Source: an optimization exercise on an open RTL-to-GDS flow (aim: small area and a short achievable clock period). Production flows keep margins and buffers that such runs may drop.
The RTL was checked by simulation tests, not by an equivalence proof against the original design.
No activity file was given, so power comes from the tool's default toggle rates.

==> design.v <==
module pg_bit(
	input  wire a,
	input  wire b,
	input  wire use_b,
	input  wire sub,
	output wire g,
	output wire p
);
wire nb, x;
nand2_cell u_nb (.a(b), .b(use_b), .y(nb));
xnor2_cell u_x  (.a(nb), .b(sub), .y(x));
xor2_cell  u_p  (.a(a), .b(x), .y(p));
and2_cell  u_g  (.a(a), .b(x), .y(g));
endmodule
module nand2_cell(input wire a, b, output wire y);
assign y = ~(a & b);
endmodule
module xnor2_cell(input wire a, b, output wire y);
assign y = ~(a ^ b);
endmodule
module xor2_cell(input wire a, b, output wire y);
assign y = a ^ b;
endmodule
module and2_cell(input wire a, b, output wire y);
assign y = a & b;
endmodule
module ks_carries(
	input  wire        cin,
	input  wire [30:0] g,    
	input  wire [30:0] p,    
	output wire [31:0] cn    
);
wire g1_0;
cell_inv i1_0 (.a(cin), .y(g1_0));
wire g1_1;
pfx_aoi_g u1_1 (.gh(g[0]), .ph(p[0]), .gl(cin), .go(g1_1));
wire g1_2, p1_2;
pfx_aoi_gp u1_2 (.gh(g[1]), .ph(p[1]), .gl(g[0]), .pl(p[0]), .go(g1_2), .po(p1_2));
wire g1_3, p1_3;
pfx_aoi_gp u1_3 (.gh(g[2]), .ph(p[2]), .gl(g[1]), .pl(p[1]), .go(g1_3), .po(p1_3));
wire g1_4, p1_4;
pfx_aoi_gp u1_4 (.gh(g[3]), .ph(p[3]), .gl(g[2]), .pl(p[2]), .go(g1_4), .po(p1_4));
wire g1_5, p1_5;
pfx_aoi_gp u1_5 (.gh(g[4]), .ph(p[4]), .gl(g[3]), .pl(p[3]), .go(g1_5), .po(p1_5));
wire g1_6, p1_6;
pfx_aoi_gp u1_6 (.gh(g[5]), .ph(p[5]), .gl(g[4]), .pl(p[4]), .go(g1_6), .po(p1_6));
wire g1_7, p1_7;
pfx_aoi_gp u1_7 (.gh(g[6]), .ph(p[6]), .gl(g[5]), .pl(p[5]), .go(g1_7), .po(p1_7));
wire g1_8, p1_8;
pfx_aoi_gp u1_8 (.gh(g[7]), .ph(p[7]), .gl(g[6]), .pl(p[6]), .go(g1_8), .po(p1_8));
wire g1_9, p1_9;
pfx_aoi_gp u1_9 (.gh(g[8]), .ph(p[8]), .gl(g[7]), .pl(p[7]), .go(g1_9), .po(p1_9));
wire g1_10, p1_10;
pfx_aoi_gp u1_10 (.gh(g[9]), .ph(p[9]), .gl(g[8]), .pl(p[8]), .go(g1_10), .po(p1_10));
wire g1_11, p1_11;
pfx_aoi_gp u1_11 (.gh(g[10]), .ph(p[10]), .gl(g[9]), .pl(p[9]), .go(g1_11), .po(p1_11));
wire g1_12, p1_12;
pfx_aoi_gp u1_12 (.gh(g[11]), .ph(p[11]), .gl(g[10]), .pl(p[10]), .go(g1_12), .po(p1_12));
wire g1_13, p1_13;
pfx_aoi_gp u1_13 (.gh(g[12]), .ph(p[12]), .gl(g[11]), .pl(p[11]), .go(g1_13), .po(p1_13));
wire g1_14, p1_14;
pfx_aoi_gp u1_14 (.gh(g[13]), .ph(p[13]), .gl(g[12]), .pl(p[12]), .go(g1_14), .po(p1_14));
wire g1_15, p1_15;
pfx_aoi_gp u1_15 (.gh(g[14]), .ph(p[14]), .gl(g[13]), .pl(p[13]), .go(g1_15), .po(p1_15));
wire g1_16, p1_16;
pfx_aoi_gp u1_16 (.gh(g[15]), .ph(p[15]), .gl(g[14]), .pl(p[14]), .go(g1_16), .po(p1_16));
wire g1_17, p1_17;
pfx_aoi_gp u1_17 (.gh(g[16]), .ph(p[16]), .gl(g[15]), .pl(p[15]), .go(g1_17), .po(p1_17));
wire g1_18, p1_18;
pfx_aoi_gp u1_18 (.gh(g[17]), .ph(p[17]), .gl(g[16]), .pl(p[16]), .go(g1_18), .po(p1_18));
wire g1_19, p1_19;
pfx_aoi_gp u1_19 (.gh(g[18]), .ph(p[18]), .gl(g[17]), .pl(p[17]), .go(g1_19), .po(p1_19));
wire g1_20, p1_20;
pfx_aoi_gp u1_20 (.gh(g[19]), .ph(p[19]), .gl(g[18]), .pl(p[18]), .go(g1_20), .po(p1_20));
wire g1_21, p1_21;
pfx_aoi_gp u1_21 (.gh(g[20]), .ph(p[20]), .gl(g[19]), .pl(p[19]), .go(g1_21), .po(p1_21));
wire g1_22, p1_22;
pfx_aoi_gp u1_22 (.gh(g[21]), .ph(p[21]), .gl(g[20]), .pl(p[20]), .go(g1_22), .po(p1_22));
wire g1_23, p1_23;
pfx_aoi_gp u1_23 (.gh(g[22]), .ph(p[22]), .gl(g[21]), .pl(p[21]), .go(g1_23), .po(p1_23));
wire g1_24, p1_24;
pfx_aoi_gp u1_24 (.gh(g[23]), .ph(p[23]), .gl(g[22]), .pl(p[22]), .go(g1_24), .po(p1_24));
wire g1_25, p1_25;
pfx_aoi_gp u1_25 (.gh(g[24]), .ph(p[24]), .gl(g[23]), .pl(p[23]), .go(g1_25), .po(p1_25));
wire g1_26, p1_26;
pfx_aoi_gp u1_26 (.gh(g[25]), .ph(p[25]), .gl(g[24]), .pl(p[24]), .go(g1_26), .po(p1_26));
wire g1_27, p1_27;
pfx_aoi_gp u1_27 (.gh(g[26]), .ph(p[26]), .gl(g[25]), .pl(p[25]), .go(g1_27), .po(p1_27));
wire g1_28, p1_28;
pfx_aoi_gp u1_28 (.gh(g[27]), .ph(p[27]), .gl(g[26]), .pl(p[26]), .go(g1_28), .po(p1_28));
wire g1_29, p1_29;
pfx_aoi_gp u1_29 (.gh(g[28]), .ph(p[28]), .gl(g[27]), .pl(p[27]), .go(g1_29), .po(p1_29));
wire g1_30, p1_30;
pfx_aoi_gp u1_30 (.gh(g[29]), .ph(p[29]), .gl(g[28]), .pl(p[28]), .go(g1_30), .po(p1_30));
wire g1_31, p1_31;
pfx_aoi_gp u1_31 (.gh(g[30]), .ph(p[30]), .gl(g[29]), .pl(p[29]), .go(g1_31), .po(p1_31));
wire g2_0;
cell_inv i2_0 (.a(g1_0), .y(g2_0));
wire g2_1;
cell_inv i2_1 (.a(g1_1), .y(g2_1));
wire g2_2;
pfx_oai_g u2_2 (.gh(g1_2), .ph(p1_2), .gl(g1_0), .go(g2_2));
wire g2_3;
pfx_oai_g u2_3 (.gh(g1_3), .ph(p1_3), .gl(g1_1), .go(g2_3));
wire g2_4, p2_4;
pfx_oai_gp u2_4 (.gh(g1_4), .ph(p1_4), .gl(g1_2), .pl(p1_2), .go(g2_4), .po(p2_4));
wire g2_5, p2_5;
pfx_oai_gp u2_5 (.gh(g1_5), .ph(p1_5), .gl(g1_3), .pl(p1_3), .go(g2_5), .po(p2_5));
wire g2_6, p2_6;
pfx_oai_gp u2_6 (.gh(g1_6), .ph(p1_6), .gl(g1_4), .pl(p1_4), .go(g2_6), .po(p2_6));
wire g2_7, p2_7;
pfx_oai_gp u2_7 (.gh(g1_7), .ph(p1_7), .gl(g1_5), .pl(p1_5), .go(g2_7), .po(p2_7));
wire g2_8, p2_8;
pfx_oai_gp u2_8 (.gh(g1_8), .ph(p1_8), .gl(g1_6), .pl(p1_6), .go(g2_8), .po(p2_8));
wire g2_9, p2_9;
pfx_oai_gp u2_9 (.gh(g1_9), .ph(p1_9), .gl(g1_7), .pl(p1_7), .go(g2_9), .po(p2_9));
wire g2_10, p2_10;
pfx_oai_gp u2_10 (.gh(g1_10), .ph(p1_10), .gl(g1_8), .pl(p1_8), .go(g2_10), .po(p2_10));
wire g2_11, p2_11;
pfx_oai_gp u2_11 (.gh(g1_11), .ph(p1_11), .gl(g1_9), .pl(p1_9), .go(g2_11), .po(p2_11));
wire g2_12, p2_12;
pfx_oai_gp u2_12 (.gh(g1_12), .ph(p1_12), .gl(g1_10), .pl(p1_10), .go(g2_12), .po(p2_12));
wire g2_13, p2_13;
pfx_oai_gp u2_13 (.gh(g1_13), .ph(p1_13), .gl(g1_11), .pl(p1_11), .go(g2_13), .po(p2_13));
wire g2_14, p2_14;
pfx_oai_gp u2_14 (.gh(g1_14), .ph(p1_14), .gl(g1_12), .pl(p1_12), .go(g2_14), .po(p2_14));
wire g2_15, p2_15;
pfx_oai_gp u2_15 (.gh(g1_15), .ph(p1_15), .gl(g1_13), .pl(p1_13), .go(g2_15), .po(p2_15));
wire g2_16, p2_16;
pfx_oai_gp u2_16 (.gh(g1_16), .ph(p1_16), .gl(g1_14), .pl(p1_14), .go(g2_16), .po(p2_16));
wire g2_17, p2_17;
pfx_oai_gp u2_17 (.gh(g1_17), .ph(p1_17), .gl(g1_15), .pl(p1_15), .go(g2_17), .po(p2_17));
wire g2_18, p2_18;
pfx_oai_gp u2_18 (.gh(g1_18), .ph(p1_18), .gl(g1_16), .pl(p1_16), .go(g2_18), .po(p2_18));
wire g2_19, p2_19;
pfx_oai_gp u2_19 (.gh(g1_19), .ph(p1_19), .gl(g1_17), .pl(p1_17), .go(g2_19), .po(p2_19));
wire g2_20, p2_20;
pfx_oai_gp u2_20 (.gh(g1_20), .ph(p1_20), .gl(g1_18), .pl(p1_18), .go(g2_20), .po(p2_20));
wire g2_21, p2_21;
pfx_oai_gp u2_21 (.gh(g1_21), .ph(p1_21), .gl(g1_19), .pl(p1_19), .go(g2_21), .po(p2_21));
wire g2_22, p2_22;
pfx_oai_gp u2_22 (.gh(g1_22), .ph(p1_22), .gl(g1_20), .pl(p1_20), .go(g2_22), .po(p2_22));
wire g2_23, p2_23;
pfx_oai_gp u2_23 (.gh(g1_23), .ph(p1_23), .gl(g1_21), .pl(p1_21), .go(g2_23), .po(p2_23));
wire g2_24, p2_24;
pfx_oai_gp u2_24 (.gh(g1_24), .ph(p1_24), .gl(g1_22), .pl(p1_22), .go(g2_24), .po(p2_24));
wire g2_25, p2_25;
pfx_oai_gp u2_25 (.gh(g1_25), .ph(p1_25), .gl(g1_23), .pl(p1_23), .go(g2_25), .po(p2_25));
wire g2_26, p2_26;
pfx_oai_gp u2_26 (.gh(g1_26), .ph(p1_26), .gl(g1_24), .pl(p1_24), .go(g2_26), .po(p2_26));
wire g2_27, p2_27;
pfx_oai_gp u2_27 (.gh(g1_27), .ph(p1_27), .gl(g1_25), .pl(p1_25), .go(g2_27), .po(p2_27));
wire g2_28, p2_28;
pfx_oai_gp u2_28 (.gh(g1_28), .ph(p1_28), .gl(g1_26), .pl(p1_26), .go(g2_28), .po(p2_28));
wire g2_29, p2_29;
pfx_oai_gp u2_29 (.gh(g1_29), .ph(p1_29), .gl(g1_27), .pl(p1_27), .go(g2_29), .po(p2_29));
wire g2_30, p2_30;
pfx_oai_gp u2_30 (.gh(g1_30), .ph(p1_30), .gl(g1_28), .pl(p1_28), .go(g2_30), .po(p2_30));
wire g2_31, p2_31;
pfx_oai_gp u2_31 (.gh(g1_31), .ph(p1_31), .gl(g1_29), .pl(p1_29), .go(g2_31), .po(p2_31));
wire g3_0;
cell_inv i3_0 (.a(g2_0), .y(g3_0));
wire g3_1;
cell_inv i3_1 (.a(g2_1), .y(g3_1));
wire g3_2;
cell_inv i3_2 (.a(g2_2), .y(g3_2));
wire g3_3;
cell_inv i3_3 (.a(g2_3), .y(g3_3));
wire g3_4;
pfx_aoi_g u3_4 (.gh(g2_4), .ph(p2_4), .gl(g2_0), .go(g3_4));
wire g3_5;
pfx_aoi_g u3_5 (.gh(g2_5), .ph(p2_5), .gl(g2_1), .go(g3_5));
wire g3_6;
pfx_aoi_g u3_6 (.gh(g2_6), .ph(p2_6), .gl(g2_2), .go(g3_6));
wire g3_7;
pfx_aoi_g u3_7 (.gh(g2_7), .ph(p2_7), .gl(g2_3), .go(g3_7));
wire g3_8, p3_8;
pfx_aoi_gp u3_8 (.gh(g2_8), .ph(p2_8), .gl(g2_4), .pl(p2_4), .go(g3_8), .po(p3_8));
wire g3_9, p3_9;
pfx_aoi_gp u3_9 (.gh(g2_9), .ph(p2_9), .gl(g2_5), .pl(p2_5), .go(g3_9), .po(p3_9));
wire g3_10, p3_10;
pfx_aoi_gp u3_10 (.gh(g2_10), .ph(p2_10), .gl(g2_6), .pl(p2_6), .go(g3_10), .po(p3_10));
wire g3_11, p3_11;
pfx_aoi_gp u3_11 (.gh(g2_11), .ph(p2_11), .gl(g2_7), .pl(p2_7), .go(g3_11), .po(p3_11));
wire g3_12, p3_12;
pfx_aoi_gp u3_12 (.gh(g2_12), .ph(p2_12), .gl(g2_8), .pl(p2_8), .go(g3_12), .po(p3_12));
wire g3_13, p3_13;
pfx_aoi_gp u3_13 (.gh(g2_13), .ph(p2_13), .gl(g2_9), .pl(p2_9), .go(g3_13), .po(p3_13));
wire g3_14, p3_14;
pfx_aoi_gp u3_14 (.gh(g2_14), .ph(p2_14), .gl(g2_10), .pl(p2_10), .go(g3_14), .po(p3_14));
wire g3_15, p3_15;
pfx_aoi_gp u3_15 (.gh(g2_15), .ph(p2_15), .gl(g2_11), .pl(p2_11), .go(g3_15), .po(p3_15));
wire g3_16, p3_16;
pfx_aoi_gp u3_16 (.gh(g2_16), .ph(p2_16), .gl(g2_12), .pl(p2_12), .go(g3_16), .po(p3_16));
wire g3_17, p3_17;
pfx_aoi_gp u3_17 (.gh(g2_17), .ph(p2_17), .gl(g2_13), .pl(p2_13), .go(g3_17), .po(p3_17));
wire g3_18, p3_18;
pfx_aoi_gp u3_18 (.gh(g2_18), .ph(p2_18), .gl(g2_14), .pl(p2_14), .go(g3_18), .po(p3_18));
wire g3_19, p3_19;
pfx_aoi_gp u3_19 (.gh(g2_19), .ph(p2_19), .gl(g2_15), .pl(p2_15), .go(g3_19), .po(p3_19));
wire g3_20, p3_20;
pfx_aoi_gp u3_20 (.gh(g2_20), .ph(p2_20), .gl(g2_16), .pl(p2_16), .go(g3_20), .po(p3_20));
wire g3_21, p3_21;
pfx_aoi_gp u3_21 (.gh(g2_21), .ph(p2_21), .gl(g2_17), .pl(p2_17), .go(g3_21), .po(p3_21));
wire g3_22, p3_22;
pfx_aoi_gp u3_22 (.gh(g2_22), .ph(p2_22), .gl(g2_18), .pl(p2_18), .go(g3_22), .po(p3_22));
wire g3_23, p3_23;
pfx_aoi_gp u3_23 (.gh(g2_23), .ph(p2_23), .gl(g2_19), .pl(p2_19), .go(g3_23), .po(p3_23));
wire g3_24, p3_24;
pfx_aoi_gp u3_24 (.gh(g2_24), .ph(p2_24), .gl(g2_20), .pl(p2_20), .go(g3_24), .po(p3_24));
wire g3_25, p3_25;
pfx_aoi_gp u3_25 (.gh(g2_25), .ph(p2_25), .gl(g2_21), .pl(p2_21), .go(g3_25), .po(p3_25));
wire g3_26, p3_26;
pfx_aoi_gp u3_26 (.gh(g2_26), .ph(p2_26), .gl(g2_22), .pl(p2_22), .go(g3_26), .po(p3_26));
wire g3_27, p3_27;
pfx_aoi_gp u3_27 (.gh(g2_27), .ph(p2_27), .gl(g2_23), .pl(p2_23), .go(g3_27), .po(p3_27));
wire g3_28, p3_28;
pfx_aoi_gp u3_28 (.gh(g2_28), .ph(p2_28), .gl(g2_24), .pl(p2_24), .go(g3_28), .po(p3_28));
wire g3_29, p3_29;
pfx_aoi_gp u3_29 (.gh(g2_29), .ph(p2_29), .gl(g2_25), .pl(p2_25), .go(g3_29), .po(p3_29));
wire g3_30, p3_30;
pfx_aoi_gp u3_30 (.gh(g2_30), .ph(p2_30), .gl(g2_26), .pl(p2_26), .go(g3_30), .po(p3_30));
wire g3_31, p3_31;
pfx_aoi_gp u3_31 (.gh(g2_31), .ph(p2_31), .gl(g2_27), .pl(p2_27), .go(g3_31), .po(p3_31));
wire g4_0;
cell_inv i4_0 (.a(g3_0), .y(g4_0));
wire g4_1;
cell_inv i4_1 (.a(g3_1), .y(g4_1));
wire g4_2;
cell_inv i4_2 (.a(g3_2), .y(g4_2));
wire g4_3;
cell_inv i4_3 (.a(g3_3), .y(g4_3));
wire g4_4;
cell_inv i4_4 (.a(g3_4), .y(g4_4));
wire g4_5;
cell_inv i4_5 (.a(g3_5), .y(g4_5));
wire g4_6;
cell_inv i4_6 (.a(g3_6), .y(g4_6));
wire g4_7;
cell_inv i4_7 (.a(g3_7), .y(g4_7));
wire g4_8;
pfx_oai_g u4_8 (.gh(g3_8), .ph(p3_8), .gl(g3_0), .go(g4_8));
wire g4_9;
pfx_oai_g u4_9 (.gh(g3_9), .ph(p3_9), .gl(g3_1), .go(g4_9));
wire g4_10;
pfx_oai_g u4_10 (.gh(g3_10), .ph(p3_10), .gl(g3_2), .go(g4_10));
wire g4_11;
pfx_oai_g u4_11 (.gh(g3_11), .ph(p3_11), .gl(g3_3), .go(g4_11));
wire g4_12;
pfx_oai_g u4_12 (.gh(g3_12), .ph(p3_12), .gl(g3_4), .go(g4_12));
wire g4_13;
pfx_oai_g u4_13 (.gh(g3_13), .ph(p3_13), .gl(g3_5), .go(g4_13));
wire g4_14;
pfx_oai_g u4_14 (.gh(g3_14), .ph(p3_14), .gl(g3_6), .go(g4_14));
wire g4_15;
pfx_oai_g u4_15 (.gh(g3_15), .ph(p3_15), .gl(g3_7), .go(g4_15));
wire g4_16, p4_16;
pfx_oai_gp u4_16 (.gh(g3_16), .ph(p3_16), .gl(g3_8), .pl(p3_8), .go(g4_16), .po(p4_16));
wire g4_17, p4_17;
pfx_oai_gp u4_17 (.gh(g3_17), .ph(p3_17), .gl(g3_9), .pl(p3_9), .go(g4_17), .po(p4_17));
wire g4_18, p4_18;
pfx_oai_gp u4_18 (.gh(g3_18), .ph(p3_18), .gl(g3_10), .pl(p3_10), .go(g4_18), .po(p4_18));
wire g4_19, p4_19;
pfx_oai_gp u4_19 (.gh(g3_19), .ph(p3_19), .gl(g3_11), .pl(p3_11), .go(g4_19), .po(p4_19));
wire g4_20, p4_20;
pfx_oai_gp u4_20 (.gh(g3_20), .ph(p3_20), .gl(g3_12), .pl(p3_12), .go(g4_20), .po(p4_20));
wire g4_21, p4_21;
pfx_oai_gp u4_21 (.gh(g3_21), .ph(p3_21), .gl(g3_13), .pl(p3_13), .go(g4_21), .po(p4_21));
wire g4_22, p4_22;
pfx_oai_gp u4_22 (.gh(g3_22), .ph(p3_22), .gl(g3_14), .pl(p3_14), .go(g4_22), .po(p4_22));
wire g4_23, p4_23;
pfx_oai_gp u4_23 (.gh(g3_23), .ph(p3_23), .gl(g3_15), .pl(p3_15), .go(g4_23), .po(p4_23));
wire g4_24, p4_24;
pfx_oai_gp u4_24 (.gh(g3_24), .ph(p3_24), .gl(g3_16), .pl(p3_16), .go(g4_24), .po(p4_24));
wire g4_25, p4_25;
pfx_oai_gp u4_25 (.gh(g3_25), .ph(p3_25), .gl(g3_17), .pl(p3_17), .go(g4_25), .po(p4_25));
wire g4_26, p4_26;
pfx_oai_gp u4_26 (.gh(g3_26), .ph(p3_26), .gl(g3_18), .pl(p3_18), .go(g4_26), .po(p4_26));
wire g4_27, p4_27;
pfx_oai_gp u4_27 (.gh(g3_27), .ph(p3_27), .gl(g3_19), .pl(p3_19), .go(g4_27), .po(p4_27));
wire g4_28, p4_28;
pfx_oai_gp u4_28 (.gh(g3_28), .ph(p3_28), .gl(g3_20), .pl(p3_20), .go(g4_28), .po(p4_28));
wire g4_29, p4_29;
pfx_oai_gp u4_29 (.gh(g3_29), .ph(p3_29), .gl(g3_21), .pl(p3_21), .go(g4_29), .po(p4_29));
wire g4_30, p4_30;
pfx_oai_gp u4_30 (.gh(g3_30), .ph(p3_30), .gl(g3_22), .pl(p3_22), .go(g4_30), .po(p4_30));
wire g4_31, p4_31;
pfx_oai_gp u4_31 (.gh(g3_31), .ph(p3_31), .gl(g3_23), .pl(p3_23), .go(g4_31), .po(p4_31));
cell_inv i5_0 (.a(g4_0), .y(cn[0]));
cell_inv i5_1 (.a(g4_1), .y(cn[1]));
cell_inv i5_2 (.a(g4_2), .y(cn[2]));
cell_inv i5_3 (.a(g4_3), .y(cn[3]));
cell_inv i5_4 (.a(g4_4), .y(cn[4]));
cell_inv i5_5 (.a(g4_5), .y(cn[5]));
cell_inv i5_6 (.a(g4_6), .y(cn[6]));
cell_inv i5_7 (.a(g4_7), .y(cn[7]));
cell_inv i5_8 (.a(g4_8), .y(cn[8]));
cell_inv i5_9 (.a(g4_9), .y(cn[9]));
cell_inv i5_10 (.a(g4_10), .y(cn[10]));
cell_inv i5_11 (.a(g4_11), .y(cn[11]));
cell_inv i5_12 (.a(g4_12), .y(cn[12]));
cell_inv i5_13 (.a(g4_13), .y(cn[13]));
cell_inv i5_14 (.a(g4_14), .y(cn[14]));
cell_inv i5_15 (.a(g4_15), .y(cn[15]));
pfx_aoi_g u5_16 (.gh(g4_16), .ph(p4_16), .gl(g4_0), .go(cn[16]));
pfx_aoi_g u5_17 (.gh(g4_17), .ph(p4_17), .gl(g4_1), .go(cn[17]));
pfx_aoi_g u5_18 (.gh(g4_18), .ph(p4_18), .gl(g4_2), .go(cn[18]));
pfx_aoi_g u5_19 (.gh(g4_19), .ph(p4_19), .gl(g4_3), .go(cn[19]));
pfx_aoi_g u5_20 (.gh(g4_20), .ph(p4_20), .gl(g4_4), .go(cn[20]));
pfx_aoi_g u5_21 (.gh(g4_21), .ph(p4_21), .gl(g4_5), .go(cn[21]));
pfx_aoi_g u5_22 (.gh(g4_22), .ph(p4_22), .gl(g4_6), .go(cn[22]));
pfx_aoi_g u5_23 (.gh(g4_23), .ph(p4_23), .gl(g4_7), .go(cn[23]));
pfx_aoi_g u5_24 (.gh(g4_24), .ph(p4_24), .gl(g4_8), .go(cn[24]));
pfx_aoi_g u5_25 (.gh(g4_25), .ph(p4_25), .gl(g4_9), .go(cn[25]));
pfx_aoi_g u5_26 (.gh(g4_26), .ph(p4_26), .gl(g4_10), .go(cn[26]));
pfx_aoi_g u5_27 (.gh(g4_27), .ph(p4_27), .gl(g4_11), .go(cn[27]));
pfx_aoi_g u5_28 (.gh(g4_28), .ph(p4_28), .gl(g4_12), .go(cn[28]));
pfx_aoi_g u5_29 (.gh(g4_29), .ph(p4_29), .gl(g4_13), .go(cn[29]));
pfx_aoi_g u5_30 (.gh(g4_30), .ph(p4_30), .gl(g4_14), .go(cn[30]));
pfx_aoi_g u5_31 (.gh(g4_31), .ph(p4_31), .gl(g4_15), .go(cn[31]));
endmodule
module cell_inv(input wire a, output wire y);
assign y = ~a;
endmodule
module pfx_aoi_gp(input wire gh, ph, gl, pl, output wire go, po);
assign go = ~(gh | (ph & gl));
assign po = ~(ph & pl);
endmodule
module pfx_aoi_g(input wire gh, ph, gl, output wire go);
assign go = ~(gh | (ph & gl));
endmodule
module pfx_oai_gp(input wire gh, ph, gl, pl, output wire go, po);
assign go = ~(gh & (ph | gl));
assign po = ~(ph | pl);
endmodule
module pfx_oai_g(input wire gh, ph, gl, output wire go);
assign go = ~(gh & (ph | gl));
endmodule
module mux_cell(input wire s, d1, d0, output wire y);
assign y = s ? d1 : d0;
endmodule
module sub_ctl(input wire [3:0] op, output wire y);
assign y = ~op[3] & (op[1] ? op[0] : op[2]);
endmodule
module useb_ctl(input wire [3:0] op, output wire y);
assign y = ~((~op[2] & op[1] & ~op[0]) | (op[2] & ~op[1] & op[0]));
endmodule
module cin_ctl(input wire [3:0] op, output wire y);
assign y = ~op[3] & (op[0] ? ~(op[1] | op[2]) : (op[1] ^ op[2]));
endmodule
module zx_cell(input wire p, g, q, output wire e);
assign e = ~(p ^ (g | q));
endmodule
module nand4_cell(input wire a, b, c, d, output wire y);
assign y = ~(a & b & c & d);
endmodule
module nor2_cell(input wire a, b, output wire y);
assign y = ~(a | b);
endmodule
module zfin_cell(input wire zn, en, o, output wire y);
assign y = (en & ~zn) | o;
endmodule
module pbl2_datapath(
	input wire        clk,
	input wire        rst,
	input wire [3:0]  rf_read_a,
	input wire [3:0]  rf_read_b,
	input wire [3:0]  rf_write_addr,
	input wire        rf_read_en,
	input wire        rf_write_en,
	input wire        wb_from_mem,
	input wire [31:0] mem_data,
	input wire [4:0]  opula,
	input wire        alu_src_imm,
	input wire [15:0] imm,
	input wire        alu_en,
	output reg [31:0] alu_result,
	output reg        flag_zero,
	output reg        flag_carry,
	output reg        flag_sign,
	output reg        flag_overflow,
	output reg        alu_ready,
	output reg [31:0] rf_out_a,
	output reg [31:0] rf_out_b
);
genvar i;
integer k;
wire [31:0]  wdata = wb_from_mem ? mem_data : alu_result;
wire [31:0]  wd    = rst ? 32'd0 : wdata;
wire [511:0] regs;
generate
	for (i = 0; i < 16; i = i + 1) begin : g_reg
		reg [31:0] q;
		wire en = rst | (rf_write_en & (rf_write_addr == i));
		always @(posedge clk)
			if (en) q <= (i == 1) ? {wd[31:1], wd[0] | rst} : wd;
		assign regs[32*i +: 32] = q;
	end
endgenerate
reg [31:0] ma, mb;
always @(*) begin
	ma = 32'd0;
	mb = 32'd0;
	for (k = 0; k < 16; k = k + 1) begin
		ma = ma | ({32{~rst & (rf_read_a == k)}} & regs[32*k +: 32]);
		mb = mb | ({32{~rst & (rf_read_b == k)}} & regs[32*k +: 32]);
	end
end
always @(posedge clk)
	if (rst | rf_read_en) begin
		rf_out_a <= ma;
		rf_out_b <= mb;
	end
reg       arith;     
reg       ovf_inc;   
reg       ovf_dec;   
reg       shl, shr;
reg       logic_op;
reg [3:0] lut;       
reg       nop;       
always @(*) begin
	arith = 1'b0;
	ovf_inc = 1'b0; ovf_dec = 1'b0; shl = 1'b0; shr = 1'b0;
	logic_op = 1'b0; lut = 4'b0000; nop = 1'b0;
	case (opula)
		5'd0, 5'd8, 5'd12, 5'd22: arith = 1'b1;                            
		5'd1, 5'd3, 5'd4: arith = 1'b1;                                   
		5'd2:  begin arith = 1'b1; ovf_inc = 1'b1; end                     
		5'd5:  begin arith = 1'b1; ovf_dec = 1'b1; end                     
		5'd6:  shl = 1'b1;
		5'd7:  shr = 1'b1;
		5'd9:  begin logic_op = 1'b1; lut = 4'b1000; end  
		5'd10: begin logic_op = 1'b1; lut = 4'b0010; end  
		5'd11: begin logic_op = 1'b1; lut = 4'b0100; end  
		5'd13, 5'd15: begin logic_op = 1'b1; lut = 4'b1110; end  
		5'd14: begin logic_op = 1'b1; lut = 4'b0110; end  
		5'd16: begin logic_op = 1'b1; lut = 4'b0111; end  
		5'd17: begin logic_op = 1'b1; lut = 4'b1001; end  
		5'd18: begin logic_op = 1'b1; lut = 4'b0011; end  
		5'd19: begin logic_op = 1'b1; lut = 4'b1011; end  
		5'd20: begin logic_op = 1'b1; lut = 4'b1101; end  
		5'd21: begin logic_op = 1'b1; lut = 4'b0001; end  
		default: nop = 1'b1;
	endcase
end
wire sub, use_b, cin;
sub_ctl  u_sub  (.op(opula[3:0]), .y(sub));
useb_ctl u_useb (.op(opula[3:0]), .y(use_b));
cin_ctl  u_cin  (.op(opula[3:0]), .y(cin));
wire [31:0] a = rf_out_a;
wire [31:0] b = alu_src_imm ? {{16{imm[15]}}, imm} : rf_out_b;
wire [31:0] g, p;
generate
	for (i = 0; i < 32; i = i + 1) begin : g_pg
		pg_bit u_pg (.a(a[i]), .b(b[i]), .use_b(use_b), .sub(sub), .g(g[i]), .p(p[i]));
	end
endgenerate
wire [31:0] cn;    
ks_carries u_ks (.cin(cin), .g(g[30:0]), .p(p[30:0]), .cn(cn));
wire [31:0] ze;
zx_cell u_zx0 (.p(p[0]), .g(cin), .q(1'b0), .e(ze[0]));
generate
	for (i = 1; i < 32; i = i + 1) begin : g_zx
		zx_cell u_zx (.p(p[i]), .g(g[i-1]), .q(p[i-1]), .e(ze[i]));
	end
endgenerate
wire [7:0] zn4;
wire [3:0] z8;
wire       sum_zero_n;
generate
	for (i = 0; i < 8; i = i + 1) begin : g_z4
		nand4_cell u_z4 (.a(ze[4*i]), .b(ze[4*i+1]), .c(ze[4*i+2]), .d(ze[4*i+3]), .y(zn4[i]));
	end
	for (i = 0; i < 4; i = i + 1) begin : g_z8
		nor2_cell u_z8 (.a(zn4[2*i]), .b(zn4[2*i+1]), .y(z8[i]));
	end
endgenerate
nand4_cell u_z32 (.a(z8[0]), .b(z8[1]), .c(z8[2]), .d(z8[3]), .y(sum_zero_n));
function [31:0] rev(input [31:0] v);
	integer n;
	for (n = 0; n < 32; n = n + 1) rev[n] = v[31-n];
endfunction
wire        big = |b[31:5];    
wire [31:0] sh_in  = opula[0] ? a : rev(a);
wire [31:0] sh_out = sh_in >> b[4:0];
reg  [31:0] keep;
always @(*)
	for (k = 0; k < 32; k = k + 1)
		keep[k] = (k >= b[4:0]);
wire zsh = ~|(sh_in & keep);
wire [31:0] lg = ({32{lut[3]}} &  a &  b) | ({32{lut[2]}} &  a & ~b) |
                 ({32{lut[1]}} & ~a &  b) | ({32{lut[0]}} & ~a & ~b);
wire        sh_ok   = ~big & ~rst;
wire [31:0] r_other = ({32{shr & sh_ok}} & sh_out) |
                      ({32{shl & sh_ok}} & rev(sh_out)) |
                      ({32{logic_op & ~rst}} & lg);
wire        sel_sum = arith & ~rst;
wire [31:0] r_new;
generate
	for (i = 0; i < 32; i = i + 1) begin : g_res
		mux_cell u_r (.s(cn[i]), .d1(( sel_sum & p[i]) | r_other[i]),
		              .d0((sel_sum & ~p[i]) | r_other[i]), .y(r_new[i]));
	end
endgenerate
wire z_other = ~rst & (nop ? ~|alu_result :
                       logic_op ? ~|lg :
                       (shl | shr) ? (big | zsh) : 1'b0);
wire z_new;
zfin_cell u_zfin (.zn(sum_zero_n), .en(arith & ~rst), .o(z_other), .y(z_new));
function ovf_of(input ar, input sb, input inc, input dec, input a31, input b31, input r31);
	ovf_of = ar & (
		(~sb & ~a31 & ~b31 &  r31) | (~sb & a31 &  b31 & ~r31) |
		( sb & ~a31 &  b31 &  r31) | ( sb & a31 & ~b31 & ~r31) |
		(inc & ~a31 & r31) | (dec & a31 & ~r31));
endfunction
wire ovf, carry, sign;
mux_cell u_ovf (.s(cn[31]),
	.d1(~rst & ovf_of(arith, sub, ovf_inc, ovf_dec, a[31], b[31],  p[31])),
	.d0(~rst & ovf_of(arith, sub, ovf_inc, ovf_dec, a[31], b[31], ~p[31])), .y(ovf));
mux_cell u_carry (.s(cn[31]), .d1(~rst & (g[31] ^ sub)),
	.d0(~rst & ((g[31] | p[31]) ^ sub)), .y(carry));
mux_cell u_sign (.s(cn[31]), .d1(~rst & p[31]), .d0(~rst & ~p[31]), .y(sign));
always @(posedge clk) begin
	if (rst | (alu_en & ~nop))
		alu_result <= r_new;
	if (rst | alu_en) begin
		flag_zero     <= z_new;
		flag_overflow <= ovf;
	end
	if (rst | (alu_en & arith)) begin
		flag_carry <= carry;
		flag_sign  <= sign;
	end
	alu_ready <= ~rst & alu_en;
end
endmodule
==> run.sh <==
#!/bin/bash
# synth_recipe.tcl (not shown) runs the flow's synth.tcl, then flattens the netlist and writes it again
# the make line also repeats each setting of config.mk as NAME=value (left out here)
make -C /OpenROAD-flow-scripts/flow DESIGN_CONFIG=/design/flow/config.mk WORK_HOME=/design/flow/orfs CLKGATE_MAP_FILE= SYNTH_SCRIPT=/design/flow/synth_recipe.tcl finish
==> config.mk <==
export PLATFORM = sky130hd
export DESIGN_NAME = pbl2_datapath
export DESIGN_NICKNAME = pbl2_datapath
export VERILOG_FILES = /design/flow/design.v
export SDC_FILE = /design/flow/constraint.sdc
export NUM_CORES = 4
export LEC_CHECK = 0
export CAP_MARGIN = 20
export CORE_MARGIN = 2
export CORE_UTILIZATION = 55
export SETUP_SLACK_MARGIN = 3
export SLEW_MARGIN = 20
export SYNTH_HIERARCHICAL = 1
export SYNTH_MINIMUM_KEEP_SIZE = 0
export TNS_END_PERCENT = 0
==> constraint.sdc <==
create_clock -name core_clock -period 6.0 [get_ports {clk}]
set_input_delay 1.2000 -clock core_clock [delete_from_list [all_inputs] [get_ports {clk}]]
set_output_delay 1.2000 -clock core_clock [all_outputs]
set_load 0.01 [all_outputs]
==> results of run 1 <==
report_power, final:
group / total, mW / switching, mW / internal, mW
clock network: 4.08 / 1.77 / 2.31
registers: 5.67 / 0.460 / 5.21
logic: 3.33 / 2.08 / 1.26
total: 13.1 / 4.31 / 8.78
cell families after synthesis:
group	count (synthesis)	synth area share [%]
AO/OA/AOI/OAI	875	20.7
XOR/XNOR	100	2.62
adder cells (fa/ha/maj)	2	0.0710
buffers and inverters	232	2.91
flip-flops	613	54.9
multiplexers	259	9.35
other	1	0.0112
AND/OR/NAND/NOR	689	9.38
what timing repair did:
| item | in CTS | in global routing |
|---|---|---|
| endpoints found under the setup margin | 511 | 665 |
| gates cloned | 11 | 1 |
| resized for setup | 231 | 58 |
| buffers inserted | 87 | 12 |
| pin swaps | 57 | 18 |
worst register-to-register path, cell delays in order, from the launching register on:
cell and delay, ns:
sky130_fd_sc_hd__edfxtp_1 0.54, sky130_fd_sc_hd__nor4_1 0.35, sky130_fd_sc_hd__nand4_1 0.48, sky130_fd_sc_hd__o21bai_1 0.35, sky130_fd_sc_hd__nand3b_1 0.11, sky130_fd_sc_hd__buf_4 0.26, sky130_fd_sc_hd__or4_1 0.62, sky130_fd_sc_hd__nor4_2 0.30
sky130_fd_sc_hd__a21o_1 0.21, sky130_fd_sc_hd__a21o_1 0.11
cell type report:
type,instances,share of cell area [%]
Antenna cell,2,0.0121
Timing Repair inverter,1,0.0213
Timing Repair Buffer,409,9.34
Multi-Input combinational cell,1933,37.9
Sequential cell,613,44.7
Clock buffer,65,3.74
Inverter,54,0.559
Clock inverter,49,1.42
Tap cell,782,2.38
Yosys stat by module (local to each module, per instance), excerpt:
module	cell area (µm²)	cells	flops+latches
cin_ctl	33.8	5	0
nand2_cell	3.75	1	0
pfx_aoi_gp	12.5	2	0
sub_ctl	13.8	2	0
zx_cell	12.5	2	0
useb_ctl	18.8	3	0
mux_cell	15.0	1	0
cell_inv	3.75	1	0
xor2_cell	8.76	1	0
xnor2_cell	8.76	1	0
pbl2_datapath	30000	2261	613
zfin_cell	11.3	2	0
final timing paths:
kind                  start            to  depth (start not counted)
max reg2reg   alu_result[1]     flag_zero                          9
min reg2reg  g_reg[14].q[5]   rf_out_a[5]                          1
min          g_reg[14].q[5]   rf_out_a[5]                          1
max            rf_read_b[1]  rf_out_b[13]                          7
layer usage:
metal / up-vias / share of wire [%] / global-route usage, %
met3: 920 / 15 / 17.6
met5: - / 0.056 / 0.695
met4: 8 / 10 / 36.9
li1: 11800 / - / -
met2: 3177 / 43 / 73.3
met1: 14300 / 32 / 57.2
registers in the layout, indices dropped and copies added, names as in the netlist:
name,count
rf_out_b,32
flag_overflow,1
flag_carry,1
flag_sign,1
g.q,512
alu_ready,1
rf_out_a,32
alu_result,32
flag_zero,1
through the flow:
stage | hold WS, ns | instances | total power [mW]
5_1_grt | 0.581 | 3906 | 13.3
4_1_cts | 0.545 | 3891 | 12.8
6_report | 0.556 | 3908 | 13.1
3_5_place_dp | 0.540 | 3679 | 8.44
2_1_floorplan | 0.521 | 2771 | 7.13
3_3_place_gp | 0.551 | 3679 | 8.43
layout by cell type (no fill, tap or decap), types with 26 or more instances in the layout:
master and n:
sky130_fd_sc_hd__edfxtp_1 612, sky130_fd_sc_hd__nand2_1 257, sky130_fd_sc_hd__buf_4 205, sky130_fd_sc_hd__a221oi_1 190
sky130_fd_sc_hd__a22o_1 158, sky130_fd_sc_hd__clkdlybuf4s50_1 158, sky130_fd_sc_hd__mux2i_1 138, sky130_fd_sc_hd__nor2_1 133
sky130_fd_sc_hd__a21oi_2 80, sky130_fd_sc_hd__o21ai_0 72, sky130_fd_sc_hd__nand4_1 63, sky130_fd_sc_hd__clkbuf_16 61
sky130_fd_sc_hd__a22oi_1 50, sky130_fd_sc_hd__o21ai_2 50, sky130_fd_sc_hd__inv_1 49, sky130_fd_sc_hd__a21oi_1 47
sky130_fd_sc_hd__a222oi_1 46, sky130_fd_sc_hd__xor2_1 43, sky130_fd_sc_hd__mux2_4 37, sky130_fd_sc_hd__nand3_1 37
sky130_fd_sc_hd__and2_1 33, sky130_fd_sc_hd__nor2_4 31, sky130_fd_sc_hd__nor2_2 31, sky130_fd_sc_hd__mux2_2 29
sky130_fd_sc_hd__xnor2_2 26
==> impl_metrics.env, run 1 <==
export IMPL_dr_first_iter_drc_count=5429
export IMPL_synth_edf_count=612
export IMPL_final_net_count=3146
export IMPL_worst_ep_required_time_ns=6.49
export IMPL_dp_hpwl_mm=102
export IMPL_max_clock_path_buffers=3
export IMPL_pre_cts_ws_ns=0.613
export IMPL_report_final_setup_viol=0
export IMPL_final_cell_area_um2=41200
export IMPL_ys_top_cells_by_count="612 x sky130_fd_sc_hd__edfxtp_1, 273 x sky130_fd_sc_hd__nand2_1, 192 x sky130_fd_sc_hd__a221oi_1"
export IMPL_cts_num_sinks=613
export IMPL_fp_dieW_um=251
export IMPL_detail_route_first_pass_iterations=10
export IMPL_drc=0
export IMPL_route_final_wire_length_mm=156
export IMPL_run_status="no timing/DRC/antenna violations"
export IMPL_gate_count_after_technology_mapping=2771
export IMPL_synth_top_cell_by_area="sky130_fd_sc_hd__edfxtp_1"
export IMPL_ant_nets=0
export IMPL_postSynthRegisterBits=613
export IMPL_endpoint_kind="register"
export IMPL_critical_path_class="input pin to register"
export IMPL_worstSetupStartpointType="input pin"
export IMPL_proportion_of_synthesized_flip_flops_having_asynchronous_set_or_reset_pct=0
export IMPL_worstPathMaxFanout=12
export IMPL_syn_avg_cell_area_um2=12.1
export IMPL_placement_io_buffers=172
export IMPL_maximum_number_of_pins_on_one_net_before_global_route_repair=65
export IMPL_route_detailed_vias_per_inst=7.73
export IMPL_routedWlPerCell_um=39.9
export IMPL_timing_max_transition_violations_final=0
export IMPL_regArea_um2=18400
export IMPL_dieArea_um2=62900
export IMPL_first_global_vias=28800
export IMPL_initial_core_util_pct=55.6
export IMPL_synthesis_area_um2=33500
export IMPL_fmaxAchievable_mhz=275
export IMPL_postCtsHoldBufs=0
export IMPL_fin_setup_tns_ns=0
export IMPL_p_leak_nw=15.1
export IMPL_worst_skew_pair_late_latency_ns=0.69
export IMPL_fillCellCount=4177
export IMPL_r2r_setup_slack_ns=2.53
export IMPL_timing_critical_path_arrival_ns=4.13
export IMPL_post_synth_top_count_cell="sky130_fd_sc_hd__edfxtp_1"
export IMPL_cts_buffers=61
export IMPL_synth_ff_type="sky130_fd_sc_hd__edfxtp_1"
export IMPL_clk_pin_slew_worst_paths_ns=0.07
export IMPL_synth_largest_type_area_fraction_pct=54.9
export IMPL_dieHeight_um=251
export IMPL_tightestPinTransition_ns=1.23
export IMPL_multi_input_area_um2=15600
export IMPL_critical_path_top_delay_family="simple AND/OR/NAND/NOR gates"
export IMPL_grt_pass1_wl_mm=216
export IMPL_synth_top_cells_by_area="sky130_fd_sc_hd__edfxtp_1 55%, sky130_fd_sc_hd__a221oi_1 5.0%, sky130_fd_sc_hd__mux2i_1 5.0%, sky130_fd_sc_hd__a22o_1 4.1%, sky130_fd_sc_hd__nand2_1 3.1%"
export IMPL_grt_overflow_total=0
export IMPL_portion_of_the_post_synthesis_area_used_by_sequential_elements_pct=54.9
export IMPL_critical_path_buf_inv_count=2
export IMPL_final_core_util_pct=68.4
export IMPL_path_cells="clkdlybuf4s50_1 > nand2_1 > nor2_4 > buf_4 > a22o_1 > a221oi_1 > nand4_1"
export IMPL_grt_setup_unrepaired="true"
export IMPL_period_minus_slack_ns=3.63
export IMPL_rows=90
export IMPL_antenna_found_initial=6
export IMPL_cp_slowest_stage_delay_ns=0.86
export IMPL_layout_area_overhead_vs_synth_pct=23.0
export IMPL_post_route_cells_drive_above_1_share_pct=26.3
export IMPL_timing_slew_headroom_pct=15.4
export IMPL_vias=30200
export IMPL_vdd_ir_drop_worst_mv=0.325
export IMPL_gp_congestion=1.08
export IMPL_skew_ns=0.0983
export IMPL_cts_root_buf="sky130_fd_sc_hd__clkbuf_16"
export IMPL_fin_crit_sh_pct=60.5
export IMPL_top_level_ports=173
export IMPL_cap_viol_max_count=0
export IMPL_hold_path_class="register to register"
export IMPL_layout_setup_ws_ns=2.37
export IMPL_cellPowerDensity_nw_per_um2=318
export IMPL_synthesis_yosys_warnings=7
export IMPL_post_synth_num_cell_types=84
export IMPL_timing_hold_violations_final=0
export IMPL_detailed_place_area_um2=36800
export IMPL_placeableCoreArea_um2=60200
export IMPL_cts_tree="done"
export IMPL_timing_critical_path_slowest_stage_cell="sky130_fd_sc_hd__nor2_4"
export IMPL_synth_net_count=2844
export IMPL_cts_htree_levels=2
export IMPL_grtUsageTotal_pct=48.7
==> run 2, diff against run 1 <==
--- a/config.mk
+++ b/config.mk
@@ -7,7 +7,9 @@
 export LEC_CHECK = 0
 export CAP_MARGIN = 20
 export CORE_MARGIN = 2
-export CORE_UTILIZATION = 55
+export CORE_UTILIZATION = 40
+export CTS_CLUSTER_DIAMETER = 100
+export CTS_CLUSTER_SIZE = 30
 export SETUP_SLACK_MARGIN = 3
 export SLEW_MARGIN = 20
 export SYNTH_HIERARCHICAL = 1
==> run 2 against run 1 <==
Critical path depth up 7. Total power down 13%. Flip-flop and latch count unchanged. Clock skew down 0.067 ns. Wire length up 2.2%. Still clean. Clock power down 43%. Fmax up 3.2%. Largest power group unchanged. Die area up 37%. Register-to-register slack about the same. First-iteration DRC count up 1.1%.
==> impl_metrics.env, run 2 <==
export IMPL_vdd_ir_drop_worst_mv=0.230
export IMPL_post_route_cells_drive_above_1_share_pct=25.9
export IMPL_dp_hpwl_mm=106
export IMPL_vias=29200
export IMPL_initial_core_util_pct=40.2
export IMPL_ys_top_cells_by_count="612 x sky130_fd_sc_hd__edfxtp_1, 273 x sky130_fd_sc_hd__nand2_1, 192 x sky130_fd_sc_hd__a221oi_1"
export IMPL_hold_path_class="register to register"
export IMPL_timing_hold_violations_final=0
export IMPL_grt_pass1_wl_mm=215
export IMPL_fin_crit_sh_pct=58.7
export IMPL_maximum_number_of_pins_on_one_net_before_global_route_repair=65
export IMPL_synthesis_area_um2=33500
export IMPL_synthesis_yosys_warnings=7
export IMPL_fmaxAchievable_mhz=284
export IMPL_fp_dieW_um=293
export IMPL_layout_area_overhead_vs_synth_pct=21.9
export IMPL_synth_net_count=2844
export IMPL_final_core_util_pct=49.0
export IMPL_synth_ff_type="sky130_fd_sc_hd__edfxtp_1"
export IMPL_dr_first_iter_drc_count=5488
export IMPL_gate_count_after_technology_mapping=2771
export IMPL_detail_route_first_pass_iterations=7
export IMPL_synth_edf_count=612
export IMPL_routedWlPerCell_um=38.3
export IMPL_route_detailed_vias_per_inst=7.02
export IMPL_grt_setup_unrepaired="true"
export IMPL_cap_viol_max_count=0
export IMPL_dieArea_um2=86000
export IMPL_rows=106
export IMPL_post_synth_top_count_cell="sky130_fd_sc_hd__edfxtp_1"
export IMPL_route_final_wire_length_mm=159
export IMPL_post_synth_num_cell_types=84
export IMPL_grt_overflow_total=0
export IMPL_period_minus_slack_ns=3.52
export IMPL_cts_num_sinks=613
export IMPL_critical_path_class="input pin to register"
export IMPL_drc=0
export IMPL_final_cell_area_um2=40800
export IMPL_report_final_setup_viol=0
export IMPL_first_global_vias=27300
export IMPL_worstSetupStartpointType="input pin"
export IMPL_timing_critical_path_arrival_ns=3.93
export IMPL_largest_register_ffs=512
export IMPL_proportion_of_synthesized_flip_flops_having_asynchronous_set_or_reset_pct=0
export IMPL_grtUsageTotal_pct=35.5
export IMPL_cts_htree_levels=1
export IMPL_clk_pin_slew_worst_paths_ns=0.12
export IMPL_antenna_found_initial=12
export IMPL_endpoint_kind="register"
export IMPL_whs_ns=0.584
export IMPL_placeableCoreArea_um2=83300
export IMPL_p_leak_nw=14.7
export IMPL_top_register="g.q"
export IMPL_cellPowerDensity_nw_per_um2=278
export IMPL_postSynthRegisterBits=613
export IMPL_cts_root_buf="sky130_fd_sc_hd__clkbuf_16"
export IMPL_timing_max_transition_violations_final=0
export IMPL_top_level_ports=173
export IMPL_fin_setup_tns_ns=0
export IMPL_worst_skew_pair_late_latency_ns=0.66
export IMPL_timing_slew_headroom_pct=20.1
export IMPL_final_cell_mix="612 x sky130_fd_sc_hd__edfxtp_1, 262 x sky130_fd_sc_hd__nand2_1, 237 x sky130_fd_sc_hd__buf_4"
export IMPL_synth_top_cells_by_area="sky130_fd_sc_hd__edfxtp_1 55%, sky130_fd_sc_hd__a221oi_1 5.0%, sky130_fd_sc_hd__mux2i_1 5.0%, sky130_fd_sc_hd__a22o_1 4.1%, sky130_fd_sc_hd__nand2_1 3.1%"
export IMPL_syn_avg_cell_area_um2=12.1
export IMPL_placement_io_buffers=172
export IMPL_final_net_count=3149
export IMPL_tightestPinTransition_ns=1.20
export IMPL_ant_nets=0
export IMPL_gp_congestion=1.03
export IMPL_cts_buffers=27
export IMPL_worst_ep_required_time_ns=6.42
export IMPL_worstPathMaxFanout=14
export IMPL_portion_of_the_post_synthesis_area_used_by_sequential_elements_pct=54.9
export IMPL_detailed_place_area_um2=37300
export IMPL_dieHeight_um=293
export IMPL_run_status="no timing/DRC/antenna violations"
export IMPL_layout_cells_most_common="sky130_fd_sc_hd__edfxtp_1"
export IMPL_synth_largest_type_area_fraction_pct=54.9
export IMPL_cts_tree="done"
export IMPL_skew_ns=0.0312
export IMPL_synth_top_cell_by_area="sky130_fd_sc_hd__edfxtp_1"
export IMPL_max_clock_path_buffers=3
-- run 2: critical path: stages --
cell	delay (ns)
sky130_fd_sc_hd__buf_4	0.18
sky130_fd_sc_hd__nor3b_4	0.18
sky130_fd_sc_hd__a21oi_4	0.15
sky130_fd_sc_hd__buf_12	0.14
sky130_fd_sc_hd__buf_6	0.16
sky130_fd_sc_hd__nand2_1	0.14
sky130_fd_sc_hd__xnor2_4	0.27
sky130_fd_sc_hd__xor2_4	0.28
sky130_fd_sc_hd__nand2_1	0.18
sky130_fd_sc_hd__nor2_2	0.26
sky130_fd_sc_hd__nand2_1	0.20
sky130_fd_sc_hd__nor2_1	0.18
sky130_fd_sc_hd__a21oi_2	0.09
sky130_fd_sc_hd__mux2_4	0.32
-- run 2: modules after synthesis, one instance, submodules excluded, a selection --
module,flops+latches,cells inside
cell_inv,0,1
pfx_aoi_gp,0,2
sub_ctl,0,2
pfx_oai_gp,0,2
zx_cell,0,2
nand2_cell,0,1
and2_cell,0,1
pbl2_datapath,613,2261
cin_ctl,0,5
nor2_cell,0,1
zfin_cell,0,2
-- run 2: layout make-up --
class	count	area (µm²)
fillers	7336	42500
clock buffers	28	679
inverters	54	267
clock inverters	8	164
flip-flops and latches	613	18400
repair inverters	4	35.0
diodes	1	2.50
multi-input cells	1930	15700
repair buffers	446	4190
well taps	1080	1350
-- run 2: logic make-up after synthesis --
group           synth area share [%]
simple gates                    9.38
xor+xnor                        2.62
buf+inv                         2.91
mux                             9.35
compound gates                  20.7
fa+ha+maj                     0.0710
other cells                   0.0112
flops                           54.9
-- run 2: layer usage --
layer / wire (µm) / up-vias / global-route usage [%]
li1: - / 11700 / -
met1: 55800 / 14400 / 44.8
met2: 71300 / 2555 / 55.8
met3: 20300 / 593 / 8.49
met4: 11900 / 8 / 20.3
met5: 57 / - / 0
-- run 2: path summary, 6_finish.rpt --
check	slack, ns	start	to	cells after the start
worst max register to register	2.52	alu_result[12]	flag_zero	8
worst min register to register	0.58	g_reg[14].q[18]	rf_out_a[18]	1
worst max-delay path	2.48	opula[1]	alu_result[18]	14
worst min-delay path	0.58	g_reg[14].q[18]	rf_out_a[18]	1
-- run 2: through the flow --
stage	std cells	power [mW]	setup WS (ns)
floorplan	2771	7.13	1.93
global placement	3990	8.50	0.589
detailed placement	3990	8.50	0.647
CTS	4082	11.0	2.48
global route	4163	11.7	2.45
finish	4164	11.4	2.48
-- run 2: report_power, final --
group	total (mW)	switching (mW)	leakage (nW)	internal, mW
Combinational	3.39	2.09	7.97	1.30
Clock	2.32	1.41	0.409	0.912
Sequential	5.65	0.447	6.35	5.20
Total	11.4	3.95	14.7	7.41
-- run 2: what timing repair did --
action                                  CTS  global route
endpoints found under the setup margin  313           363
cloned                                    7             6
pin swaps                                32            38
endpoints found under the hold margin     0             0
hold buffers                              0             0
gates resized for setup                 169           161
buffers inserted                         49            75
==> run 3, diff against run 2 <==
==> flow/run.sh (new file) <==
#!/bin/bash
# The standard layout (standard.sh), with the port buffers that
# buffer_ports inserts made plain buf_2 cells instead of its default choice
# (clkdlybuf4s50_1, a delay cell). Every port still gets its own buffer.
set -euo pipefail
bash standard.sh BUFFER_PORTS_ARGS="-buffer_cell sky130_fd_sc_hd__buf_2" finish > standard.log 2>&1
==> standard.sh (new file) <==
#!/bin/bash
# synth_recipe.tcl (not shown) runs the flow's synth.tcl, then flattens the netlist and writes it again
# the make line also repeats each setting of config.mk as NAME=value (left out here)
make -C /OpenROAD-flow-scripts/flow DESIGN_CONFIG=/design/flow/config.mk WORK_HOME=/design/flow/orfs CLKGATE_MAP_FILE= SYNTH_SCRIPT=/design/flow/synth_recipe.tcl "${@:-finish}"
--- a/config.mk
+++ b/config.mk
@@ -5,13 +5,13 @@
 export SDC_FILE = /design/flow/constraint.sdc
 export NUM_CORES = 4
 export LEC_CHECK = 0
-export CAP_MARGIN = 20
+export CAP_MARGIN = 30
 export CORE_MARGIN = 2
 export CORE_UTILIZATION = 40
 export CTS_CLUSTER_DIAMETER = 100
 export CTS_CLUSTER_SIZE = 30
 export SETUP_SLACK_MARGIN = 3
-export SLEW_MARGIN = 20
+export SLEW_MARGIN = 30
 export SYNTH_HIERARCHICAL = 1
 export SYNTH_MINIMUM_KEEP_SIZE = 0
 export TNS_END_PERCENT = 0
removed: run.sh
==> run 3 against run 2 <==
Global-route usage is 0.87 points higher. Final area down 0.77%. Largest power group unchanged. Cell count down 0.31%. Still clean. Die area did not move. Critical path depth up 1. Synthesized area is the same. Clock-buffer cell count is the same. Synthesized cell count is the same.
==> impl_metrics.env, run 3 <==
export IMPL_run_status="no timing/DRC/antenna violations"
export IMPL_r2r_setup_slack_ns=2.55
export IMPL_dieArea_um2=86000
export IMPL_power_report_internal_total_mw=7.38
export IMPL_timing_hold_violations_final=0
export IMPL_timing_max_transition_violations_final=0
export IMPL_vdd_ir_drop_worst_mv=0.209
export IMPL_critical_path_class="input pin to register"
export IMPL_dieHeight_um=293
export IMPL_postCtsHoldBufs=0
export IMPL_cap_viol_max_count=0
export IMPL_min_to="rf_out_a[28]"
export IMPL_detail_route_first_pass_iterations=8
export IMPL_detailroute_wirelength_met2_mm=72.4
export IMPL_skew_ns=0.0867
export IMPL_postSynthRegisterBits=613
export IMPL_gate_count_after_technology_mapping=2771
export IMPL_timing_critical_path_arrival_ns=4.01
export IMPL_combinational_power_share_pct=30.1
export IMPL_cts_root_buf="sky130_fd_sc_hd__clkbuf_16"
export IMPL_ys_top_cells_by_count="612 x sky130_fd_sc_hd__edfxtp_1, 273 x sky130_fd_sc_hd__nand2_1, 192 x sky130_fd_sc_hd__a221oi_1"
export IMPL_ant_nets=0
export IMPL_cts_tree="done"
export IMPL_timing_slew_headroom_pct=24.4
export IMPL_synth_net_count=2844
export IMPL_clk_pin_slew_worst_paths_ns=0.11
export IMPL_clock_power_share_pct=20.7
export IMPL_proportion_of_synthesized_flip_flops_having_asynchronous_set_or_reset_pct=0
export IMPL_synthesis_yosys_warnings=7
export IMPL_layout_area_overhead_vs_synth_pct=21.0
export IMPL_dr_first_iter_drc_count=4839
export IMPL_drc=0
export IMPL_route_detailed_vias_per_inst=7.06
export IMPL_rows=106
export IMPL_topRoutingLayerUsed="met5"
export IMPL_cellPowerDensity_nw_per_um2=284
export IMPL_worstSetupStartpointType="input pin"
export IMPL_met3WireLength_mm=19.7
export IMPL_grt_pass1_wl_mm=220
export IMPL_synth_largest_type_area_fraction_pct=54.9
export IMPL_period_minus_slack_ns=3.49
export IMPL_syn_avg_cell_area_um2=12.1
export IMPL_placement_io_buffers=172
export IMPL_endpoint_kind="register"
export IMPL_portion_of_the_post_synthesis_area_used_by_sequential_elements_pct=54.9
export IMPL_post_synth_top_count_cell="sky130_fd_sc_hd__edfxtp_1"
export IMPL_p_leak_nw=14.9
export IMPL_fp_dieW_um=293
export IMPL_tightestPinTransition_ns=1.13
export IMPL_fin_crit_sh_pct=58.1
export IMPL_final_cell_area_um2=40500
export IMPL_grt_overflow_total=0
export IMPL_design_power_total_mw=11.5
export IMPL_worstPathMaxFanout=7
export IMPL_max_clock_path_buffers=3
export IMPL_grtUsageTotal_pct=36.3
export IMPL_gp_congestion=1.01
export IMPL_p_seq_share_pct=49.3
export IMPL_initial_core_util_pct=40.2
export IMPL_p_sw_share_pct=35.9
export IMPL_final_cell_mix="612 x sky130_fd_sc_hd__edfxtp_1, 244 x sky130_fd_sc_hd__nand2_1, 214 x sky130_fd_sc_hd__buf_4"
export IMPL_top_level_ports=173
export IMPL_routedWlPerCell_um=39.0
export IMPL_synth_top_cells_by_area="sky130_fd_sc_hd__edfxtp_1 55%, sky130_fd_sc_hd__a221oi_1 5.0%, sky130_fd_sc_hd__mux2i_1 5.0%, sky130_fd_sc_hd__a22o_1 4.1%, sky130_fd_sc_hd__nand2_1 3.1%"
export IMPL_grt_setup_unrepaired="true"
export IMPL_fin_setup_tns_ns=0
export IMPL_synth_ff_type="sky130_fd_sc_hd__edfxtp_1"
export IMPL_antenna_found_initial=14
export IMPL_synth_edf_count=612
export IMPL_hold_path_class="register to register"
export IMPL_worstRegToRegCells=10
export IMPL_worst_hold_path_num_cells=1
export IMPL_largest_register_ffs=512
export IMPL_cts_buffers=28
export IMPL_placeableCoreArea_um2=83300
export IMPL_power_net_switching_mw=4.12
export IMPL_fmaxAchievable_mhz=287
export IMPL_worst_ep_required_time_ns=6.52
export IMPL_cts_htree_levels=1
export IMPL_worst_skew_pair_late_latency_ns=0.70
export IMPL_top_register="g.q"
export IMPL_synth_top_cell_by_area="sky130_fd_sc_hd__edfxtp_1"
export IMPL_cts_num_sinks=613
export IMPL_synthesis_area_um2=33500
export IMPL_detailed_place_area_um2=36300
export IMPL_r2r_end="alu_result[31]"
export IMPL_post_synth_num_cell_types=84
export IMPL_final_net_count=3130
export IMPL_report_final_setup_viol=0
export IMPL_worst_hold_startpoint="g_reg[14].q[28]"
export IMPL_layout_cells_most_common="sky130_fd_sc_hd__edfxtp_1"
export IMPL_met1Wirelength_mm=56.4
export IMPL_first_global_vias=28200
export IMPL_post_route_cells_drive_above_1_share_pct=32.5
export IMPL_vias=29300
export IMPL_maximum_number_of_pins_on_one_net_before_global_route_repair=65
export IMPL_route_final_wire_length_mm=162
export IMPL_dp_hpwl_mm=106
export IMPL_worstReg2RegStart="rf_out_a[6]"
-- run 3: cell counts after synthesis --
No cell type changed its count.
-- run 3: routing by layer --
layer	track usage, %	up-vias
met5	0	-
met2	57.0	2477
met4	23.6	6
met1	43.9	14400
li1	-	11700
met3	10.2	704
-- run 3: kinds of logic (layout without fill, tap and decap cells) --
logic type | after synthesis | after routing | share of synthesized area (%)
multiplexers | 259 | 259 | 9.35
other | 1 | 9 | 0.0112
XOR/XNOR | 100 | 100 | 2.62
AO/OA/AOI/OAI | 875 | 876 | 20.7
AND/OR/NAND/NOR | 689 | 689 | 9.38
buffers and inverters | 232 | 523 | 2.91
adder cells (fa/ha/maj) | 2 | 2 | 0.0710
flip-flops | 613 | 613 | 54.9
-- run 3: worst max path at each step --
stage | start | to | slack [ns]
3_5_place_dp | alu_src_imm | flag_overflow | 0.84
6_report | alu_src_imm | alu_result[31] | 2.51
4_1_cts | alu_src_imm | alu_result[31] | 2.56
5_1_grt | alu_src_imm | alu_result[13] | 2.48
2_1_floorplan | opula[1] | alu_result[31] | 1.93
3_3_place_gp | alu_src_imm | flag_overflow | 0.84
-- run 3: what timing repair did --
| action | 4_1_cts | 5_1_grt |
|---|---|---|
| pin swaps | 52 | 57 |
| setup buffers | 97 | 29 |
| endpoints found under the setup margin | 210 | 258 |
| hold endpoints to repair | 0 | 0 |
| resized for setup | 223 | 171 |
| cloned | 10 | 5 |
-- run 3: metrics by stage --
stage          worst slack [ns]  utilization, %  hold slack (ns)  instances
6_report                   2.51            48.6            0.585       4151
5_1_grt                    2.48            48.6            0.601       4144
4_1_cts                    2.56            47.2            0.583       4106
3_5_place_dp              0.839            43.6            0.551       3963
3_3_place_gp              0.839            43.5            0.549       3962
2_1_floorplan              1.93               -            0.521       2771
-- run 3: power by group through the flow --
| stage | Combinational [mW] | Sequential [mW] | Clock (mW) |
|---|---|---|---|
| after global placement | 2.69 | 5.70 | 0 |
| after global routing | 3.58 | 5.68 | 2.53 |
| final | 3.46 | 5.67 | 2.38 |
| after detailed placement | 2.70 | 5.71 | 0 |
| after CTS | 3.12 | 5.63 | 2.40 |
| after floorplan | 1.61 | 5.52 | 0 |
-- run 3: critical path, cell delays in order --
cell and delay, ns:
sky130_fd_sc_hd__buf_16 0.12, sky130_fd_sc_hd__mux2i_4 0.26, sky130_fd_sc_hd__buf_6 0.15, sky130_fd_sc_hd__clkinv_8 0.07
sky130_fd_sc_hd__buf_8 0.13, sky130_fd_sc_hd__buf_4 0.14, sky130_fd_sc_hd__mux2_2 0.30, sky130_fd_sc_hd__mux2_2 0.26
sky130_fd_sc_hd__mux2_2 0.31, sky130_fd_sc_hd__o211ai_1 0.30, sky130_fd_sc_hd__o21a_1 0.27, sky130_fd_sc_hd__a21oi_2 0.11
sky130_fd_sc_hd__buf_4 0.16, sky130_fd_sc_hd__o21ai_2 0.05, sky130_fd_sc_hd__mux2_4 0.15
-- run 3: modules after synthesis, one instance, submodules excluded, a selection --
| module | copies in the design | cell area [µm²] | flip-flops and latches | cells inside |
|---|---|---|---|---|
| sub_ctl | 1 | 13.8 | 0 | 2 |
| zx_cell | 32 | 12.5 | 0 | 2 |
| pfx_oai_gp | 44 | 12.5 | 0 | 2 |
| xor2_cell | 32 | 8.76 | 0 | 1 |
| pfx_aoi_g | 21 | 8.76 | 0 | 1 |
| and2_cell | 32 | 6.26 | 0 | 1 |
| pfx_oai_g | 10 | 5.00 | 0 | 1 |
| nor2_cell | 4 | 3.75 | 0 | 1 |
| cell_inv | 31 | 3.75 | 0 | 1 |
-- run 3: final cells by class --
type / count / area, µm²
fillers: 7329 / 42800
multi-input cells: 1927 / 16300
inverters: 54 / 230
clock inverters: 8 / 198
flip-flops and latches: 613 / 18400
repair buffers: 430 / 3350
diodes: 8 / 20.0
repair inverters: 3 / 17.5
clock buffers: 28 / 701
well taps: 1080 / 1350

-- static timing again, ports no longer ideal --
The flow's constraints put no driver on any port. The routed layouts listed below were extracted and timed again, unchanged, in two steps.
Step 1: set_driving_cell puts a clkbuf_16 on clk and a buf_2 on each other input, an assumption about the parent block.
Step 2 also shifts input and output timing later by t, the mid clock arrival at the registers, as if the neighbouring blocks saw the same clock.
Slacks: ideal / step 1 / step 2; pairs: ideal / step 1.
| run | t, ns | slack for setup (ns) | worst data-port slew with drivers (ns) | cell pins on the clock port's net |
|---|---|---|---|---|
| run 1 | 0.708 | 2.367 / 2.400 / 1.693 | 0.07 | 1 |
| run 2 | 0.718 | 2.481 / 2.314 / 1.596 | 0.29 | 1 |
| run 3 | 0.738 | 2.514 / 2.390 / 1.652 | 0.20 | 1 |
After both steps setup and hold are still met in every run listed. The setup slack of run 2, which loses most, moves by -0.167 ns with the drivers and by -0.885 ns with both steps.
